This is an optimization exercise on Yosys and OpenROAD, whose aim is small area, not a production implementation. In this exercise RTL edits were held to simulation tests only and were not proved equivalent to the original. Power is estimated from default activity; no workload was simulated.

$ cat flow/design.v
module updown ( din, ncs, nrd, nwr, a0, a1, clk, start, reset, cout, err, dir, ec, dout, dout_en ) ;
input wire [7:0]din ;
input wire ncs ;
input wire nrd ;
input wire nwr ;
input wire a0 ;
input wire a1 ;
input wire clk ;
input wire start ;
input wire reset ;
output reg [7:0]cout ;
output reg dir ;
output reg err ;
output reg ec ;
output wire [7:0]dout ;
output wire dout_en ;
reg [7:0]PLR_n ;                  
wire [7:0]PLR = ~PLR_n ;
reg [7:0]ULR ;
reg [7:0]LLR ;
reg [7:0]CCR ;
reg [7:0]cycle_count ;
reg posedge_start ;
reg stop_downcount ;
reg stop_upcount;
reg start_upcount ;
reg stop_load_plr ;
function [8:0] add9;
  input [7:0] a;
  input [7:0] b;
  input ci;
  integer i;
  reg c;
  begin
    c = ci;
    for (i = 0; i < 8; i = i + 1) begin
      add9[i] = a[i] ^ b[i] ^ c;
      c = (a[i] & b[i]) | (a[i] & c) | (b[i] & c);
    end
    add9[8] = c;
  end
endfunction
function [8:0] sub9;
  input [7:0] a;
  input [7:0] b;
  integer i;
  reg br;
  begin
    br = 1'b0;
    for (i = 0; i < 8; i = i + 1) begin
      sub9[i] = a[i] ^ b[i] ^ br;
      br = (~a[i] & b[i]) | (~(a[i] ^ b[i]) & br);
    end
    sub9[8] = br;
  end
endfunction
function lt8;
  input [7:0] a;
  input [7:0] b;
  integer i;
  reg r;
  begin
    r = 1'b0;
    for (i = 0; i < 8; i = i + 1)
      r = (~a[i] & b[i]) | (~(a[i] ^ b[i]) & r);
    lt8 = r;
  end
endfunction
function [7:0] inc8;
  input [7:0] a;
  integer i;
  reg c;
  begin
    c = 1'b1;
    for (i = 0; i < 8; i = i + 1) begin
      inc8[i] = a[i] ^ c;
      c = a[i] & c;
    end
  end
endfunction
function [7:0] dec8;
  input [7:0] a;
  integer i;
  reg b;
  begin
    b = 1'b1;
    for (i = 0; i < 8; i = i + 1) begin
      dec8[i] = a[i] ^ b;
      b = ~a[i] & b;
    end
  end
endfunction
wire bothlow = ~nwr & ~nrd ;
wire wr      = ~nwr & ~ncs & nrd & ~posedge_start ;
assign dout_en = ~nrd & ~ncs & nwr ;
wire rd_p = dout_en & ~a1 & ~a0 ;
wire rd_u = dout_en & ~a1 &  a0 ;
wire rd_l = dout_en &  a1 & ~a0 ;
wire rd_c = dout_en &  a1 &  a0 ;
assign dout = ({8{rd_p}} & PLR) | ({8{rd_u}} & ULR) | ({8{rd_l}} & LLR) | ({8{rd_c}} & CCR) ;
wire [8:0] spl = add9(PLR_n, LLR, 1'b0) ;    
wire [8:0] dpl = {spl[8], ~spl[7:0]} ;       
wire [8:0] sup = add9(ULR, PLR_n, 1'b1) ;    
wire [8:0] dup = {~sup[8], sup[7:0]} ;       
wire pl_hi0 = ~|dpl[7:1] ;
wire up_hi0 = ~|dup[7:1] ;
wire p_lt_l = dpl[8] ;
wire p_eq_l = pl_hi0 & ~dpl[0] ;
wire pl_one = pl_hi0 & dpl[0] ;           
wire pl_ge2 = ~dpl[8] & ~pl_hi0 ;         
wire p_gt_l = ~dpl[8] & ~p_eq_l ;
wire p_gt_u = dup[8] ;
wire p_eq_u = up_hi0 & ~dup[0] ;
wire up_one = up_hi0 & dup[0] ;           
wire up_ge2 = ~dup[8] & ~up_hi0 ;         
wire up_two = dup[7:0] == 8'd2 ;           
wire p_lt_u = ~dup[8] & ~p_eq_u ;
wire p_out  = p_lt_l | p_gt_u ;
wire l_hi = &LLR[7:1] ;
wire u_lo = ~|ULR[7:1] ;
wire p_hi = &PLR[7:1] ;
wire p_lo = ~|PLR[7:1] ;
wire p_ge_l2w = pl_ge2 | (l_hi & (~LLR[0] | |PLR)) ;    
wire p_le_u2w = up_ge2 | (u_lo & (ULR[0] | ~&PLR)) ;    
wire u_ge_p2w = up_ge2 | (p_hi & (~PLR[0] | |ULR)) ;    
wire l_le_p2w = pl_ge2 | (p_lo & (PLR[0] | ~&LLR)) ;    
wire c_lt_u = lt8(cout, ULR) ;
wire c_eq_u = cout == ULR ;
wire c_gt_l = lt8(LLR, cout) ;
wire c_eq_l = cout == LLR ;
wire [8:0] spc = add9(PLR_n, cout, 1'b0) ;   
wire [8:0] dpc = {spc[8], ~spc[7:0]} ;       
wire pc_hi0 = ~|dpc[7:1] ;
wire c_eq_p = pc_hi0 & ~dpc[0] ;
wire c_eq_pm1 = pc_hi0 & dpc[0] ;        
wire c_eq_pp1 = &dpc[7:0] ;              
wire c_lt_p = ~dpc[8] & ~c_eq_p ;
wire nz = |cycle_count ;
wire ccr0 = ~|CCR ;
wire mA = p_ge_l2w & p_le_u2w ;          
wire mB = pl_one & up_one ;
wire nA = p_gt_l & p_lt_u & pl_ge2 & up_ge2 ;
wire nB = p_gt_l & p_lt_u & pl_one & up_one ;
always @ (posedge clk)
  if (reset)
    posedge_start <= 1'b0 ;
  else if (bothlow)
    posedge_start <= 1'b0 ;
  else if (start)
    posedge_start <= 1'b1 ;
  else if (~nz | p_out)
    posedge_start <= 1'b0 ;
always @ (posedge clk)
  if (reset) PLR_n <= 8'hff ;
  else if (wr & ~a0 & ~a1) PLR_n <= ~din ;
always @ (posedge clk)
  if (reset) ULR <= 8'hff ;
  else if (wr & a0 & ~a1) ULR <= din ;
always @ (posedge clk)
  if (reset) LLR <= 8'h0 ;
  else if (wr & ~a0 & a1) LLR <= din ;
always @ (posedge clk)
  if (reset) CCR <= 8'h0 ;
  else if (wr & a0 & a1) CCR <= din ;
always @ (posedge clk)
  if (reset) err <= 1'b0 ;
  else if (start) err <= p_out ;
always @ (posedge clk)
  if (reset)
    ec <= 1'b0 ;
  else if (~ncs & bothlow & start)
    ec <= ec ;
  else if (posedge_start & p_out)
    ec <= 1'b0 ;
  else if (~nz & ~start & posedge_start & ~bothlow)
    ec <= 1'b1 ;
  else if (start & ~posedge_start)
    ec <= 1'b0 ;
wire g = posedge_start & nz ;
wire m_ab = nA | nB ;        
wire m_l  = p_eq_l & p_lt_u ;
wire m_u  = p_eq_u & p_gt_l ;
wire ab_up1 = c_lt_u & ~stop_upcount & (~start_upcount | nB) ;
wire ab_dn  = c_gt_l & ~stop_downcount ;
wire l_up = c_lt_u & (~stop_upcount | up_one) ;
wire u_dn = c_gt_l & (~stop_downcount | pl_one) ;
wire c_up = g & ((m_ab & (ab_up1 | (~ab_dn & c_lt_p))) | (m_l & l_up) | (m_u & ~u_dn & c_lt_u)) ;
wire c_dn = g & ((m_ab & ~ab_up1 & ab_dn) | (m_l & ~l_up & c_gt_l) | (m_u & u_dn)) ;
function [7:0] step8;
  input [7:0] a;
  input dn;
  integer i;
  reg t;
  begin
    t = 1'b1;
    for (i = 0; i < 8; i = i + 1) begin
      step8[i] = a[i] ^ t;
      t = t & (a[i] ^ dn);
    end
  end
endfunction
wire [7:0] c_step = step8(cout, c_dn) ;
always @ (posedge clk)
  if (reset)
    cout <= 8'h0 ;
  else if (start & p_out)
    cout <= 8'd0 ;
  else if (start & ~stop_load_plr & ~bothlow)
    cout <= PLR ;
  else if (c_up | c_dn)
    cout <= c_step ;
always @ (posedge clk)
  if (reset)
    stop_load_plr <= 1'b0 ;
  else if (start)
    stop_load_plr <= 1'b1 ;
  else if (ec | (~nwr & ~posedge_start) | err)
    stop_load_plr <= 1'b0 ;
wire [7:0] n_dec = dec8(cycle_count) ;
always @ (posedge clk)
  if (reset)
    cycle_count <= 8'h0 ;
  else if (start & ~stop_load_plr)
    cycle_count <= CCR ;
  else if (p_eq_u & p_eq_l & nz & posedge_start)
    cycle_count <= n_dec ;
  else if (mA) begin
    if (c_eq_pm1 & nz & stop_downcount)
      cycle_count <= n_dec ;
  end
  else if (mB) begin
    if (c_eq_l & nz & stop_upcount)
      cycle_count <= n_dec ;
  end
  else if (p_eq_l & p_le_u2w & nz & stop_upcount & c_eq_pp1)
    cycle_count <= n_dec ;
  else if (p_eq_l & up_one & nz & c_eq_u)
    cycle_count <= n_dec ;
  else if (p_eq_u & p_ge_l2w & nz & stop_downcount & c_eq_pm1)
    cycle_count <= n_dec ;
  else if (p_eq_u & pl_one & nz & c_eq_l)
    cycle_count <= n_dec ;
always @ (posedge clk)
  if (reset | ccr0)
    dir <= 1'b0 ;
  else if (p_eq_u & p_eq_l & nz & posedge_start)
    dir <= dir ;
  else if (p_eq_l & up_one & c_lt_u & g)
    dir <= 1'b1 ;
  else if (p_eq_l & up_one & c_gt_l & posedge_start)
    dir <= 1'b0 ;
  else if (c_gt_l & p_eq_u & pl_one & g)
    dir <= 1'b0 ;
  else if (c_lt_u & p_eq_u & pl_one & posedge_start)
    dir <= 1'b1 ;
  else if (start & ~posedge_start & ~p_eq_u & ~p_out)
    dir <= 1'b1 ;
  else if (g & ~p_out & c_lt_u & ~stop_upcount & ~start_upcount)
    dir <= 1'b1 ;
  else if (g & ~p_out & c_gt_l & ~stop_downcount)
    dir <= 1'b0 ;
  else if (g & ~p_out & c_lt_p)
    dir <= 1'b1 ;
always @ (posedge clk)
  if (reset)
    start_upcount <= 1'b0 ;
  else if (mA) begin
    if (c_eq_l & posedge_start)
      start_upcount <= 1'b1 ;
    else if (c_eq_pm1 & posedge_start)
      start_upcount <= 1'b0 ;
  end
  else if (mB) begin
    if (c_eq_p & posedge_start)
      start_upcount <= 1'b0 ;
    else if (c_eq_l & posedge_start)
      start_upcount <= 1'b1 ;
  end
always @ (posedge clk)
  if (reset)
    stop_upcount <= 1'b0 ;
  else if (p_eq_l & p_lt_u & c_eq_pp1 & up_two)
    stop_upcount <= 1'b0 ;
  else if (c_eq_u & posedge_start)
    stop_upcount <= 1'b1 ;
  else if (c_eq_l & posedge_start)
    stop_upcount <= 1'b0 ;
  else if (ec)
    stop_upcount <= 1'b0 ;
always @ (posedge clk)
  if (reset)
    stop_downcount <= 1'b0 ;
  else if (p_eq_l & p_lt_u)
    stop_downcount <= 1'b0 ;
  else if (p_eq_u & p_gt_l & posedge_start & c_eq_pm1 & ~stop_upcount)
    stop_downcount <= 1'b0 ;
  else if (c_eq_l & posedge_start)
    stop_downcount <= 1'b1 ;
  else if (posedge_start & c_eq_p)
    stop_downcount <= 1'b0 ;
  else if (ec)
    stop_downcount <= 1'b0 ;
endmodule
$ cat flow/flow/run.sh
#!/bin/bash
# Own layout flow: the standard ORFS flow (standard.sh), changed only in
#  - synthesis: the adder step keeps full adders only (no half adders), and the one ABC
#    mapping call runs an area script (deepsyn, then area mapping) with sixteen seeds,
#    keeping the smallest result; registers and all other synthesis steps are untouched;
#  - port buffers: buf_1 cells;
#  - clock tree: clkbuf_8 buffers, without the dummy loads CTS adds for balance.
# Each tool's full output goes to a log file in this folder (make_*.log) and under orfs/logs.
set -euo pipefail
W=$(pwd)
F=$W/flow
for s in $(seq 1 16); do
  sed "s/@SEED@/$s/" $F/abc_area.script > $W/abc_area_s$s.script
done
cat > $W/area_synth.tcl <<EOT
proc extract_fa {args} { yosys extract_fa -fa }
proc abc {args} {
  set lib [lindex \$args [expr {[lsearch -exact \$args -liberty] + 1}]]
  set i [lsearch -exact \$args -script]
  yosys design -save flow_pre_abc
  set best ""
  foreach s {1 2 3 4 5 6 7 8 9 10 11 12 13 14 15 16} {
    yosys design -load flow_pre_abc
    yosys abc {*}[lreplace \$args [expr {\$i + 1}] [expr {\$i + 1}] $W/abc_area_s\$s.script]
    set st [tee -q -s result.string stat -liberty \$lib]
    regexp {Chip area for module [^:]*: ([0-9.]+)} \$st -> area
    puts "area abc seed \$s: \$area"
    if {\$best eq "" || \$area < \$best} {
      set best \$area
      yosys design -save flow_best_abc
    }
  }
  yosys design -load flow_best_abc
  puts "area abc best: \$best"
}
source $W/synth_recipe.tcl
EOT
bash $W/standard.sh SYNTH_SCRIPT=$W/area_synth.tcl \
  "BUFFER_PORTS_ARGS=-buffer_cell sky130_fd_sc_hd__buf_1" \
  "CTS_ARGS=-sink_clustering_enable -repair_clock_nets -buf_list sky130_fd_sc_hd__clkbuf_8 -dont_use_dummy_load" \
  ${FLOW_TARGET:-finish} > $W/make_finish.log 2>&1
$ cat flow/flow/abc_area.script
&get -n
&st
&deepsyn -T 30 -S @SEED@
&put
dch -f
map -a -B 0
topo
$ cat flow/standard.sh
#!/bin/bash
# synth_recipe.tcl (not shown) runs the flow's synth.tcl, then flattens the netlist and writes it again
# the make line also repeats each setting of config.mk as NAME=value (left out here)
make -C /OpenROAD-flow-scripts/flow DESIGN_CONFIG=/design/flow/config.mk WORK_HOME=/design/flow/orfs CLKGATE_MAP_FILE= SYNTH_SCRIPT=/design/flow/synth_recipe.tcl "${@:-finish}"
$ cat flow/config.mk
export PLATFORM = sky130hd
export DESIGN_NAME = updown
export DESIGN_NICKNAME = updown
export VERILOG_FILES = /design/flow/design.v
export SDC_FILE = /design/flow/constraint.sdc
export NUM_CORES = 4
export LEC_CHECK = 0
export CAP_MARGIN = 20
export CORE_MARGIN = 2
export CORE_UTILIZATION = 40
export CTS_BUF_LIST = sky130_fd_sc_hd__clkbuf_8
export GPL_TIMING_DRIVEN = 0
export SLEW_MARGIN = 20
$ cat flow/constraint.sdc
create_clock -name core_clock -period 8.0 [get_ports {clk}]
set_input_delay 1.6000 -clock core_clock [delete_from_list [all_inputs] [get_ports {clk}]]
set_output_delay 1.6000 -clock core_clock [all_outputs]
set_load 0.01 [all_outputs]
==> run summary <==
[critical path: cells and delay by family (launching register included)]
family                   cells  cell delay (ps)
XOR/XNOR                     1              160
flip-flops                   1              430
buffers and inverters        7              790
AND/OR/NAND/NOR             15             2390
AO/OA/AOI/OAI                5              590
adder cells (fa/ha/maj)      7             2650
[cell type report]
type	instances	area share (%)
Clock buffer	5	1.78
Inverter	106	10.3
Multi-Input combinational cell	314	52.1
Sequential cell	56	29.0
Tap cell	108	3.49
Timing Repair Buffer	35	3.39
[state kept, by name, summed over array words and instances (netlist names)]
signal,flops
posedge_start,1
stop_load_plr,1
PLR_n,8
stop_upcount,1
cout,8
stop_downcount,1
start_upcount,1
ULR,8
CCR,8
LLR,8
cycle_count,8
dir,1
ec,1
err,1
[power by group]
group	internal (µW)	switching, µW	total (µW)
Clock	57.0	91.7	149
Combinational	31.2	69.5	101
Sequential	284	6.31	290
[layer usage]
| layer | track usage (%) | wire length [µm] | up-vias |
|---|---|---|---|
| li1 | - | - | 1750 |
| met1 | 33.2 | 5000 | 1730 |
| met2 | 38.2 | 5020 | 175 |
| met3 | 3.01 | 775 | 26 |
| met4 | 7.05 | 342 | 0 |
| met5 | 0 | 0 | - |
[synthesized netlist by cell type (2+ instances only)]
cell,number
nor4_1,10
nand4_1,4
o32ai_1,2
o21ai_0,32
o211ai_1,2
a2111oi_0,2
nand3_1,16
o311ai_0,3
dfxtp_1,56
nor2_1,63
o221ai_1,4
a21oi_1,19
nand2_1,37
o22ai_1,39
a22oi_1,21
nor3_1,14
a211oi_1,9
xor2_1,6
clkinv_1,106
fa_1,21
a31oi_1,2
[per-stage QoR]
| step | power, µW | hold slack [ps] | worst slack (ps) |
|---|---|---|---|
| 2_1_floorplan | 361 | 457 | 1550 |
| 3_3_place_gp | 394 | 464 | 332 |
| 3_5_place_dp | 393 | 473 | 324 |
| 4_1_cts | 538 | 490 | 251 |
| 5_1_grt | 565 | 519 | 158 |
| 6_report | 540 | 480 | 845 |
[cell families (layout without fill, tap and decap cells)]
logic type,count (synthesis),in the layout,share of synthesized area [%]
buffers and inverters,106,146,11.3
flip-flops,56,56,31.9
XOR/XNOR,6,6,1.49
AND/OR/NAND/NOR,145,145,17.6
AO/OA/AOI/OAI,142,142,25.8
adder cells (fa/ha/maj),21,21,11.9
[final timing paths]
path | start | endpoint
min | err | stop_load_plr
max reg2reg | PLR_n[0] | cout[7]
min reg2reg | err | stop_load_plr
max | PLR_n[0] | cout[7]
==> impl_metrics.toml <==
[drt]
ant_nets = 0
drtPass1Iterations = 5
via_per_inst = 5.90
post_drt_wl_per_cell_um = 17.8
drt-initial-drc-count = 363
num_vias = 3681
drc = 0
routed_wl_um = 11100

[cts]
cts_resized = 0
cts_hold_buffers = 0
post_cts_buffers = 0
clk_pin_slew_ps = 100
clkLatencyLatePin_ps = 320
cts_max_level = 2
root_buffer = "clkbuf_8"
numCtsBuffers = 5
clkSinkCount = 56
tritoncts = "built"
cts_buffer_depth = 2

[power_and_ir_drop]
ir_drop_mv = 0.0802
p_per_area_nw_per_um2 = 139
leakage_uw = 0.00124

[timing]
period_share_pct = 89.4
tightest_slew_ps = 938
post-route-min-period_ps = 7160
rsz0062_at_grt = "false"
slew_headroom_pct = 36.9
slew_violations = 0
setup_violations = 0
max_freq_ghz = 0.140
hold_violations = 0
final.setup_skew_ps = 27.9
fin_setup_tns_ps = 0

[setup_path]
crit_fanout = 5
endpoint_kind = "flop"
worst_path_max_delay_cell = "fa_1"
cp-start-kind = "flop"
cp.required_ps = 8200
r2r_cells = 35
critPathKind = "reg -> reg"
cp_common_cell = "fa_1"
reg2reg_slack_ps = 840
slowest_delay_ps = 450
critical_path_arrival_ps = 7350

[placement]
dp_hpwl_um = 8910
dp_cells = 619
placed_cell_area_um2 = 3790
port_buffers = 35
gp_congestion = 0.921

[global_route]
track_usage_pct = 23.6
grt_max_degree = 20
grt_pass1_vias = 3454
grt_antenna_before_repair = 0
globalRouteOverflowTotal = 0
grt_pass1_wl_um = 18000

[worst_hold_path]
hold_path.class = "reg -> reg"
hold_depth = 1

[floorplanning]
fp.dieArea_um2 = 9570
initial_utilization_pct = 40.8
io_pins = 36
dieWidth_um = 97.8
std_cell_rows = 34
coreArea_um2 = 8640
dieHeight_um = 97.8

[synthesis]
syn-num-nets = 513
synth_top_cell_area_share_pct = 31.9
ys_ff_latch = 56
seq_area_frac_synth_pct = 31.9
synth_warnings = 1
syn_inst = 476
yosysTopAreaCell = "dfxtp_1"
syn_area_um2 = 3520
async_flop_share_pct = 0
synth_flop_cell = "dfxtp_1"
synth_area_leaders = "dfxtp_1, fa_1, clkinv_1, o22ai_1, nor2_1"
yosysUniqueCellTypes = 29
synth_edf_count = 0
syn-mean-instance-area_um2 = 7.39

[final_layout]
nFillCells = 903
final-seq-area_um2 = 1120
final_nets = 555
utilization_pct = 44.8
layout.cells.most_common_list = "clkinv_1, nor2_1, dfxtp_1, o22ai_1, nand2_1"
insertedDiodeCount = 0
multi_input_area_um2 = 2020
final_common_cell = "clkinv_1"
final_area_um2 = 3870
finalNonFillerCells = 624
drive_gt1_share_pct = 2.13
area_growth_pct = 9.99

[flow_run]
max_cap_violations = 0

[status]
outcome = "finished clean"

==> re-timing with driven ports <==
No port has a modelled driver above. Below, the same layout with a new extraction and two added sets of constraints.
Step 1: set_driving_cell puts a clkbuf_16 on clk and a buf_2 on each other input, an assumption about the parent block.
Step 2, shift: input delay + t, output delay - t, t = (earliest + latest rising clock arrival at the registers) / 2. This alone moves slack from input paths to output paths.
Three values: ideal ports, drivers, drivers and shift; two values: the first two.
shift t [ns]: 0.336
slack for setup (ns): 0.845 / 0.845 / 0.845
hold WS [ns]: 0.480 / 0.480 / 0.480
latest minus earliest clock arrival (ns): 0.028 / 0.028
After both steps setup and hold are still met in this run. The setup slack of this run moves by 0.000 ns with the drivers and by 0.000 ns with both steps.
